What follows belongs to an exercise in optimizing a design on an open flow for small area; a production flow would make more cautious choices. In this exercise RTL edits were held to simulation tests only and were not proved equivalent to the original.

==> flow/design.v <==
`timescale 1ps/1fs
module TDC_ENCODER(
	input wire [63:0] samples,
	input wire inv_dir,
	output reg [15:0] edges1,  
	output reg [15:0] edges2   
);
	reg [60:0] rises;
	reg [60:0] falls;
	reg [63:0] vec_samples;
	always @(*) begin
		if(inv_dir) begin
			vec_samples = ~samples;
		end else begin
			vec_samples = samples;
		end
		rises = ~vec_samples[60:0] & ~vec_samples[61:1] & ~vec_samples[62:2] & vec_samples[63:3];
		falls = vec_samples[60:0] & vec_samples[61:1] & vec_samples[62:2] & ~vec_samples[63:3];
		priority_encoder(rises, edges1);
		priority_encoder(falls, edges2);	
	end
	task priority_encoder(
		input [60:0] in,    
		output reg [15:0] out  
	);
		begin
			out = 16'd0;  
			if (in[1]) begin
				out = {6'd1, 10'd0};
			end else if (in[2]) begin
				out = {6'd2, 10'd0};
			end else if (in[3]) begin
				out = {6'd3, 10'd0};
			end else if (in[4]) begin
				out = {6'd4, 10'd0};
			end else if (in[5]) begin
				out = {6'd5, 10'd0};
			end else if (in[6]) begin
				out = {6'd6, 10'd0};
			end else if (in[7]) begin
				out = {6'd7, 10'd0};
			end else if (in[8]) begin
				out = {6'd8, 10'd0};
			end else if (in[9]) begin
				out = {6'd9, 10'd0};
			end else if (in[10]) begin
				out = {6'd10, 10'd0};
			end else if (in[11]) begin
				out = {6'd11, 10'd0};
			end else if (in[12]) begin
				out = {6'd12, 10'd0};
			end else if (in[13]) begin
				out = {6'd13, 10'd0};
			end else if (in[14]) begin
				out = {6'd14, 10'd0};
			end else if (in[15]) begin
				out = {6'd15, 10'd0};
			end else if (in[16]) begin
				out = {6'd16, 10'd0};
			end else if (in[17]) begin
				out = {6'd17, 10'd0};
			end else if (in[18]) begin
				out = {6'd18, 10'd0};
			end else if (in[19]) begin
				out = {6'd19, 10'd0};
			end else if (in[20]) begin
				out = {6'd20, 10'd0};
			end else if (in[21]) begin
				out = {6'd21, 10'd0};
			end else if (in[22]) begin
				out = {6'd22, 10'd0};
			end else if (in[23]) begin
				out = {6'd23, 10'd0};
			end else if (in[24]) begin
				out = {6'd24, 10'd0};
			end else if (in[25]) begin
				out = {6'd25, 10'd0};
			end else if (in[26]) begin
				out = {6'd26, 10'd0};
			end else if (in[27]) begin
				out = {6'd27, 10'd0};
			end else if (in[28]) begin
				out = {6'd28, 10'd0};
			end else if (in[29]) begin
				out = {6'd29, 10'd0};
			end else if (in[30]) begin
				out = {6'd30, 10'd0};
			end else if (in[31]) begin
				out = {6'd31, 10'd0};
			end else if (in[32]) begin
				out = {6'd32, 10'd0};
			end else if (in[33]) begin
				out = {6'd33, 10'd0};
			end else if (in[34]) begin
				out = {6'd34, 10'd0};
			end else if (in[35]) begin
				out = {6'd35, 10'd0};
			end else if (in[36]) begin
				out = {6'd36, 10'd0};
			end else if (in[37]) begin
				out = {6'd37, 10'd0};
			end else if (in[38]) begin
				out = {6'd38, 10'd0};
			end else if (in[39]) begin
				out = {6'd39, 10'd0};
			end else if (in[40]) begin
				out = {6'd40, 10'd0};
			end else if (in[41]) begin
				out = {6'd41, 10'd0};
			end else if (in[42]) begin
				out = {6'd42, 10'd0};
			end else if (in[43]) begin
				out = {6'd43, 10'd0};
			end else if (in[44]) begin
				out = {6'd44, 10'd0};
			end else if (in[45]) begin
				out = {6'd45, 10'd0};
			end else if (in[46]) begin
				out = {6'd46, 10'd0};
			end else if (in[47]) begin
				out = {6'd47, 10'd0};
			end else if (in[48]) begin
				out = {6'd48, 10'd0};
			end else if (in[49]) begin
				out = {6'd49, 10'd0};
			end else if (in[50]) begin
				out = {6'd50, 10'd0};
			end else if (in[51]) begin
				out = {6'd51, 10'd0};
			end else if (in[52]) begin
				out = {6'd52, 10'd0};
			end else if (in[53]) begin
				out = {6'd53, 10'd0};
			end else if (in[54]) begin
				out = {6'd54, 10'd0};
			end else if (in[55]) begin
				out = {6'd55, 10'd0};
			end else if (in[56]) begin
				out = {6'd56, 10'd0};
			end else if (in[57]) begin
				out = {6'd57, 10'd0};
			end else if (in[58]) begin
				out = {6'd58, 10'd0};
			end else if (in[59]) begin
				out = {6'd59, 10'd0};
			end else if (in[60]) begin
				out = {6'd60, 10'd0};
			end else begin
				out = 16'd0;
			end
		end
	endtask
endmodule
`timescale 1ps/1fs
module Per( 
	input wire clk,
	input wire [11:0] edges1,
	input wire [11:0] edges2,
	input wire [2:0] alpha,
	input wire rst,
	input wire rst_l,
	input wire [11:0] overwrite_effp,
	output reg [11:0] r2f,
	output reg [11:0] f2r,
	output wire [11:0] eff_period
);
wire [19:0] diff1;
wire [19:0] diff2;
wire [19:0] ext1;
wire [19:0] ext2;
wire [19:0] sum1;
wire [19:0] sum2;
wire [11:0] cr2f;
wire [11:0] cf2r;
wire bt;
wire isZero;
wire roz;
assign bt =	(edges2 > edges1);
assign isZero=(edges1==0)&(edges2==0);
assign diff1  = {edges2 - edges1,8'b0};
assign ext1 = (rst)? {12'h800,8'b0}  :{f2r,8'b0};  
assign sum1 = (diff1 >> alpha) + ext1 - (ext1 >> alpha);
assign diff2  = {edges1 - edges2,8'b0};
assign ext2 = (rst)? {12'h800,8'b0}  :{r2f,8'b0};
assign sum2 = (diff2 >> alpha) + ext2 - (ext2 >> alpha);
assign cr2f = (~bt) ? sum2[19:8]+sum2[7] : ((~rst)|(~isZero)) ? r2f : 12'h800;
assign cf2r = (bt) ? sum1[19:8]+sum1[7]  : ((~rst)|(isZero)) ? f2r : 12'h800;
assign roz=rst|isZero;
assign eff_period=(rst_l)?overwrite_effp:cr2f+cf2r;
always @(posedge clk or posedge rst) begin
	if (rst) begin
		r2f <= 12'h800;
		f2r <= 12'h800;
	end 
	else begin
		if (isZero) begin
			r2f <= 12'h800;
			f2r <= 12'h800;
		end else begin
			r2f <= cr2f;
			f2r <= cf2r;
		end		
	end
end
endmodule
`timescale 1ps/1fs
module DPD( 
	input wire clk,
	input wire [15:0] edges1,
	input wire [15:0] edges2,
	input wire [15:0] eff_period,
	input wire inv_dpd,
	input wire [15:0] frac,
	input wire openLoop,
	input wire rst_l,
	input wire [18:0] overwrite_dpd,
	output reg [15:0] finst1,
	output reg [15:0] finst2,
	output reg [15:0] ferror1,
	output reg [15:0] ferror2,
	output reg signed [18:0] dpd_out,
	output reg [15:0] prev_edges1,
	output reg [15:0] prev_edges2,
	output reg [2:0]counter,
	input wire rst_cnt
);
wire [16:0] diff1;
wire [16:0] diff2;
wire [31:0] fracper;
wire [32:0] extfracper;
wire [32:0] extper;
wire [32:0] exthalfper;
wire [32:0] extfinst1;
wire [32:0] extfinst2;
wire [32:0] sum1;
wire [32:0] sum2;
wire [32:0] extferror1;
wire [32:0] negextferror1;
wire [32:0] extferror2;
wire [32:0] negextferror2;
wire signed [16:0] avgerror;
wire signed [19:0] avgerror2;
wire signed [15:0] cferror1;
wire signed [15:0] cferror2;
wire signed [19:0] pdpd_out;
wire signed [19:0] rdpd_out;
wire signed [19:0] extdpd_out;
wire signed [19:0] ndpd_out;
wire signed [18:0] cdpd_out2;
wire [15:0] cfinst1;
wire [15:0] cfinst2;
assign diff1=(inv_dpd)?{1'b0,edges1}-{1'b0,prev_edges1}:{1'b0,prev_edges1}-{1'b0,edges1};
assign diff2=(inv_dpd)?{1'b0,edges2}-{1'b0,prev_edges2}:{1'b0,prev_edges2}-{1'b0,edges2};
assign cfinst1=(diff1[16]) ? (diff1 + {1'b0, eff_period}) :(diff1[15:0] > eff_period) ? (diff1 - {1'b0, eff_period}) : diff1[15:0];			
assign cfinst2=(diff2[16]) ? (diff2 + {1'b0, eff_period}) :(diff2[15:0] > eff_period) ? (diff2 - {1'b0, eff_period}) : diff2[15:0];
assign fracper =eff_period*frac;
assign extfracper={1'b0,fracper};
assign extper={1'b0,eff_period,16'h0000};
assign exthalfper={2'b00,eff_period,15'h0000};
assign extfinst1={1'b0,cfinst1,16'h0000};
assign extfinst2={1'b0,cfinst2,16'h0000};
assign sum1=extfinst1-extfracper+exthalfper;
assign sum2=extfinst2-extfracper+exthalfper;
assign extferror1=(sum1>extper)?sum1-extper-exthalfper:sum1-exthalfper;
assign negextferror1=-extferror1;
assign cferror1 = (extferror1[32])?-(negextferror1[31:16]+negextferror1[15]):extferror1[31:16]+extferror1[15];
assign extferror2=(sum2>extper)?sum2-extper-exthalfper:sum2-exthalfper;
assign negextferror2=-extferror2;
assign cferror2 = (extferror2[32])?-(negextferror2[31:16]+negextferror2[15]):extferror2[31:16]+extferror2[15];
assign avgerror={cferror2[15],cferror2} + {cferror1[15],cferror1};
assign avgerror2={{3{avgerror[16]}},avgerror};
assign extdpd_out=(rst_cnt)? 0 : {dpd_out,1'b0};
assign rdpd_out = extdpd_out+avgerror2;
assign pdpd_out = (rst_cnt)? 0: (~rdpd_out[19]&extdpd_out[19]&avgerror2[19]) ? -20'd524286 : rdpd_out[19]&~extdpd_out[19]&~avgerror2[19] ? 20'd524286 :rdpd_out;
assign ndpd_out = -pdpd_out;
assign cdpd_out2 =(counter>0)?0:(pdpd_out>0)?pdpd_out[19:1]+pdpd_out[0]:-(ndpd_out[19:1]+ndpd_out[0]); 
always @(posedge clk or posedge rst_cnt) begin
		if (rst_cnt) begin
			prev_edges1 <= 0;
			prev_edges2 <= 0;
			finst1 <= 0;
			finst2 <= 0;
			ferror1 <= 0;
			ferror2 <= 0;
			counter <= 1;
			dpd_out <= 0;
		end else begin
			finst1 <= cfinst1;
			finst2 <= cfinst2;
			ferror1 <= cferror1;
			ferror2 <= cferror2;
			prev_edges1 <= edges1;
			prev_edges2 <= edges2;
			if (counter == 1) begin
				counter <= 2;
			end else if (counter == 2) begin
				counter <= 0;
			end else begin
				counter <= 0;
			end
			if ((openLoop==1)|(counter > 0)) begin
				dpd_out <= 0;
			end else if (rst_l==1) begin
				dpd_out <= overwrite_dpd;
			end  else begin
				dpd_out <= cdpd_out2;
			end
		end
end
endmodule
`timescale 1ps/1fs
module DLF( 
	input wire 		 clk,
	input wire 		 rst,
	input wire [19:0] 	 dpd_out,
	input wire [3:0] 	 beta,
	input wire [10:0] 	 knormal,
	input wire [15:0] 	 dlf_bias,
	output reg signed [28:0] dlf_int,
	output reg signed [19:0] dlf_prop,
	output reg [15:0] 	 dlf_out
);
wire [28:0] w1;
wire [28:0] dlf_prop_ext;
wire [28:0] nsumext;
wire [28:0] psumext;
wire [39:0] pmul;
wire [39:0] nmul;
wire lt16bit;
wire signed [28:0] rdlf_int;
wire signed [28:0] cdlf_int2;
wire signed [28:0] cdlf_int3;
wire signed [28:0] cdlf_int;
wire signed [19:0] cdlf_prop;
wire signed [15:0] cdlf_out;
wire [15:0] cdlf_t;
assign w1 = {{9{dpd_out[19]}}, dpd_out};
assign rdlf_int= dlf_int;
assign cdlf_int3 = dlf_int + w1;
assign cdlf_int2=(rdlf_int[28]&w1[28]& ~cdlf_int3[28])?29'b1000000000000000000000000000:(~rdlf_int[28]&~w1[28]& cdlf_int3[28])?29'b01111111111111111111111111111:cdlf_int3; 
assign cdlf_prop=dpd_out;
assign cdlf_int=cdlf_int2>>>beta;
assign dlf_prop_ext=(cdlf_prop[19])?-{9'b0,-cdlf_prop}:{9'b0,cdlf_prop};
assign psumext=dlf_prop_ext+cdlf_int;
assign nsumext=-psumext;
assign pmul= psumext*knormal;
assign nmul= nsumext*knormal;
assign lt16bit= (psumext[28]) ? (nmul>40'd2147483648) ? 1 : 0 :(pmul>40'd2147483648)? 1: 0;
assign cdlf_out =(psumext[28]) ? (lt16bit) ? -16'd32768:-(nmul[31:16] + nmul[15]):(lt16bit)? 16'd32768 :pmul[31:16] + pmul[15];
assign cdlf_t=dlf_bias + cdlf_out;
always @(posedge clk or posedge rst) 
  begin
	if(rst) begin
		dlf_int <=0;
		dlf_prop<=0;
		dlf_out <=0;
	end else begin
		dlf_int <=cdlf_int2;
		dlf_prop<=dpd_out;
		dlf_out <=cdlf_t;
	end
end
endmodule
`timescale 1ps/1fs
module Loop(
	input wire clk,
	input wire rst,
	input wire [63:0] samples,
	input wire inv_dir,
	input wire inv_dpd,
	input wire [2:0] alpha,
	input wire rst_l_per,
	input wire [11:0] overwrite_effp,
	input wire openLoop,
	input wire rst_l_dpd,
	input wire [18:0] overwrite_dpd,
	input wire [15:0] frac,
	input wire [3:0] beta,
	input wire [10:0] knormal,
	input wire [15:0] dlf_bias,
	output wire [15:0] dlf_out
);
	wire [15:0] edges1;
	wire [15:0] edges2;
	wire [11:0] eff_period;
	wire [18:0] dpd_out;
	TDC_ENCODER tdc_encoder (
		.inv_dir(inv_dir),
		.samples(samples),
		.edges1(edges1),
		.edges2(edges2)
	); 
	Per period_estimator (
		.clk(clk),
		.edges1(edges1[15:4]),
		.edges2(edges2[15:4]),
		.alpha(alpha),
		.rst(rst),
		.eff_period(eff_period),
		.rst_l(rst_l_per),
		.overwrite_effp(overwrite_effp)
	); 
	DPD dpd (
		.clk(clk),
		.edges1(edges1),
		.edges2(edges2),
		.eff_period({eff_period,4'b0}),
		.frac(frac),
		.dpd_out(dpd_out),
		.rst_cnt(rst),
		.openLoop(openLoop),
		.rst_l(rst_l_dpd),
		.overwrite_dpd(overwrite_dpd),
		.inv_dpd(inv_dpd)
	);
	DLF dlf (
		.clk(clk),
		.rst(rst),
		.dpd_out({dpd_out,1'b0}),
		.beta(beta),
		.knormal(knormal),
		.dlf_bias(dlf_bias),
		.dlf_out(dlf_out)
	);
endmodule
==> flow/run.sh <==
#!/bin/bash
# synth_recipe.tcl (not shown) runs the flow's synth.tcl, then flattens the netlist and writes it again
# the make line also repeats each setting of config.mk as NAME=value (left out here)
make -C /OpenROAD-flow-scripts/flow DESIGN_CONFIG=/design/flow/config.mk WORK_HOME=/design/flow/orfs CLKGATE_MAP_FILE= SYNTH_SCRIPT=/design/flow/synth_recipe.tcl finish
==> flow/config.mk <==
export PLATFORM = sky130hd
export DESIGN_NAME = Loop
export DESIGN_NICKNAME = Loop
export VERILOG_FILES = /design/flow/design.v
export SDC_FILE = /design/flow/constraint.sdc
export NUM_CORES = 4
export LEC_CHECK = 0
export CAP_MARGIN = 20
export CORE_MARGIN = 2
export CORE_UTILIZATION = 40
export SLEW_MARGIN = 20
==> flow/constraint.sdc <==
create_clock -name core_clock -period 45.0 [get_ports {clk}]
set_input_delay 9.0000 -clock core_clock [delete_from_list [all_inputs] [get_ports {clk}]]
set_output_delay 9.0000 -clock core_clock [all_outputs]
set_load 0.01 [all_outputs]
==> impl_metrics.ini <==
[run_status]
status = complete, no violations

[logic_synthesis]
syn_nets = 9070
yosysSeqAreaShare = 0.0433
ys_types = 126
synthAdderAreaFrac = 0.366
synth_top_cell_by_area = fa_1
ys_warn_count = 4
synth_compound_area_frac = 0.180
postSynthCellCount = 7619
synth_xor_area_frac = 0.0674
synth_edf_count = 0
synth_ff_type = dfrtp_1
synth_mux_area_frac = 0.0374
synthArstFlopShare = 1.00
syn_area_um2 = 59000
netlist_top_cells_area = fa_1 (24%), ha_1 (13%), nand2_1 (6.2%)
synth_top_family_by_area = adder cells
netlist.area_leader.share = 0.240
synth_seq_cells = 102
yosys.area_share.simple = 0.222
synth_area_per_cell_um2 = 7.74

[drt]
drt_first_pass_iters = 6
drtAntennaViolNets = 0
drc = 0
initialDrtViolationCount = 3317
vias = 52800
vias_per_cell = 5.58
routed_wl_um = 167000
wire_per_inst_um = 17.7

[clock_tree]
insertion_delay_ps = 430
cts_root_buf = clkbuf_16
cts_hold_buffers = 0
cts_max_path_buffers = 2
cts_setup_buffers = 0
clk_pin_slew_ps = 80
clock-sinks = 102
cts_buffers = 9
htree_levels = 3
cts_tree = done
cts-resized-gates = 0

[die]
ios = 168
die-area_um2 = 151000
rows = 140
core_um2 = 146000
initial_core_util = 0.404
die_height_um = 388
fp.dieW_um = 388

[worst_setup_path]
crit_buf_inv = 10
crit_fanout = 28
cp.required_ps = 45330
critPathKind = primary input to flop
cp_slowest_cell = clkdlybuf4s50_1
path_delay_family = compound AO/OA/AOI/OAI gates
critPathArrivalTime_ps = 41630
cpPeakStageDelay_ps = 820
worstSetupStartpointType = primary input
cp_common_cell = ha_1
crit_path_end_kind = flop

[grt]
grt_overflow = 0
antenna_found_initial = 5
grt_pass1_wl_um = 277000
grt_pass1_vias = 53400
grt_max_degree = 102
grt_use_total = 0.222

[placement]
place_area_um2 = 62400
portBuffers = 166
dp_hpwl_um = 133000
dp_slack_ps = 3590
gp_congestion = 0.897

[sta]
fin_tns_setup_ps = 0
finalHoldViolations = 0
rsz0062_at_grt = false
setup_violations = 0
tightest_slew_ps = 998
finalCriticalPeriod_ps = 41300
min_period_over_period = 0.918
max_freq_ghz = 0.0242
maxSlewHeadroom = 0.332
finalWorstSetupSlack_ps = 3700
skew_ps = 19.5
slew_violations = 0

[layout]
nNetsFinal = 8979
most-common-layout-cells = nand2_1 (971), inv_1 (920), fa_1 (707)
final_common_cell = nand2_1
drive_gt1_frac = 0.0433
finalInstanceArea_um2 = 62700
area_delta_synth_final_pct = 6.23

[flow_run]
drv_cap = 0

[hold_path]
hp-class = flop to flop
[Yosys cell counts, types with 51 or more instances]
library cell and n:
a211oi_1 66, a21o_1 117, a21oi_1 393, a31oi_1 52, and2_1 295, and3_1 59, clkbuf_1 310, dfrtp_1 99
fa_1 707, ha_1 592, inv_1 921, mux2i_1 145, nand2_1 971, nand2b_1 103, nand3_1 101, nor2_1 489
nor2b_1 154, nor3_1 156, o211ai_1 65, o21a_1 80, o21ai_0 315, o21bai_1 79, or2_2 51, or3_1 58
xnor2_1 297, xor2_1 151
[kinds of logic after synthesis]
group,count (synthesis)
flops,102
compound gates,1594
xor+xnor,451
fa+ha+maj,1304
simple gates,2677
buf+inv,1290
mux,200
other cells,1
[flip-flops by register name (all words and copies together), names as in the netlist]
name / flops
dpd.prev_edges1: 6
period_estimator.r2f: 12
dlf.dlf_int: 29
dlf.dlf_out: 16
dpd.prev_edges2: 6
period_estimator.f2r: 12
dpd.dpd_out: 19
dpd.counter: 2
[area by class of cell]
type	instances	area [µm²]
Sequential cell	102	2560
Fill cell	15000	83400
Multi-Input combinational cell	6227	51600
Clock inverter	7	77.6
Inverter	927	3480
Clock buffer	9	225
Timing Repair Buffer	261	2290
Antenna cell	3	7.51
Tap cell	1917	2400
[path summary, 6_finish.rpt]
kind | depth (start not counted) | end | slack (ps) | startpoint
max in group asynchronous | 4 | dlf.dlf_out[13] | 34610 | rst
worst max-delay path | 122 | dpd.dpd_out[18] | 3700 | samples[56]
min in group asynchronous | 3 | dpd.prev_edges2[12] | 9030 | rst
worst max register to register | 109 | dpd.dpd_out[18] | 16380 | period_estimator.f2r[4]
worst min-delay path | 1 | dpd.counter[1] | 480 | dpd.counter[1]
worst min register to register | 1 | dpd.counter[1] | 480 | dpd.counter[1]
[worst register-to-register path: cells and delay by family (launching register included)]
kind | cells | cell delay (ps)
AOI/OAI and AO/OA | 47 | 11290
adders and majority gates | 20 | 8390
and+or+nand+nor | 24 | 4690
buffers and inverters | 8 | 1380
xor gates and xnor gates | 6 | 1190
muxes | 4 | 1120
DFF | 1 | 450
[per-stage QoR]
step	std cells	hold slack (ps)	utilization
final	9453	476	0.429
after global routing	9450	501	0.429
after CTS	9450	478	0.429
after detailed placement	9434	467	0.427
after global placement	9434	456	0.427
after floorplan	7619	442	-
[per-layer routing]
metal | vias up | global-route usage | routed length (µm)
li1 | 25500 | - | -
met1 | 25800 | 0.304 | 77700
met2 | 1253 | 0.377 | 78000
met3 | 164 | 0.0239 | 8450
met4 | 4 | 0.0470 | 3150
met5 | - | 0 | 27

## afterwards: timing with drivers on the ports
No port has a modelled driver above. Below, the same layout with a new extraction and two added sets of constraints.
Step 1 (the two cells are an assumption about what drives the block):
set clk [get_ports {clk}]
set_driving_cell -lib_cell sky130_fd_sc_hd__clkbuf_16 $clk
set_driving_cell -lib_cell sky130_fd_sc_hd__buf_2 [delete_from_list [all_inputs] $clk]
Step 2, shift: input delay + t, output delay - t, t = (earliest + latest rising clock arrival at the registers) / 2. This alone moves slack from input paths to output paths.
Slacks: ideal / step 1 / step 2; pairs: ideal / step 1.
t, ns: 0.483
setup WS [ns]: 3.698 / 3.700 / 3.216
clock arrival spread, ns: 0.020 / 0.019
worst register clock-pin slew, ns: 0.09 / 0.09
cell pins on the clock port's net: 1
After both steps this run still meets setup and hold. The setup slack of this run moves by +0.002 ns with the drivers and by -0.482 ns with both steps.
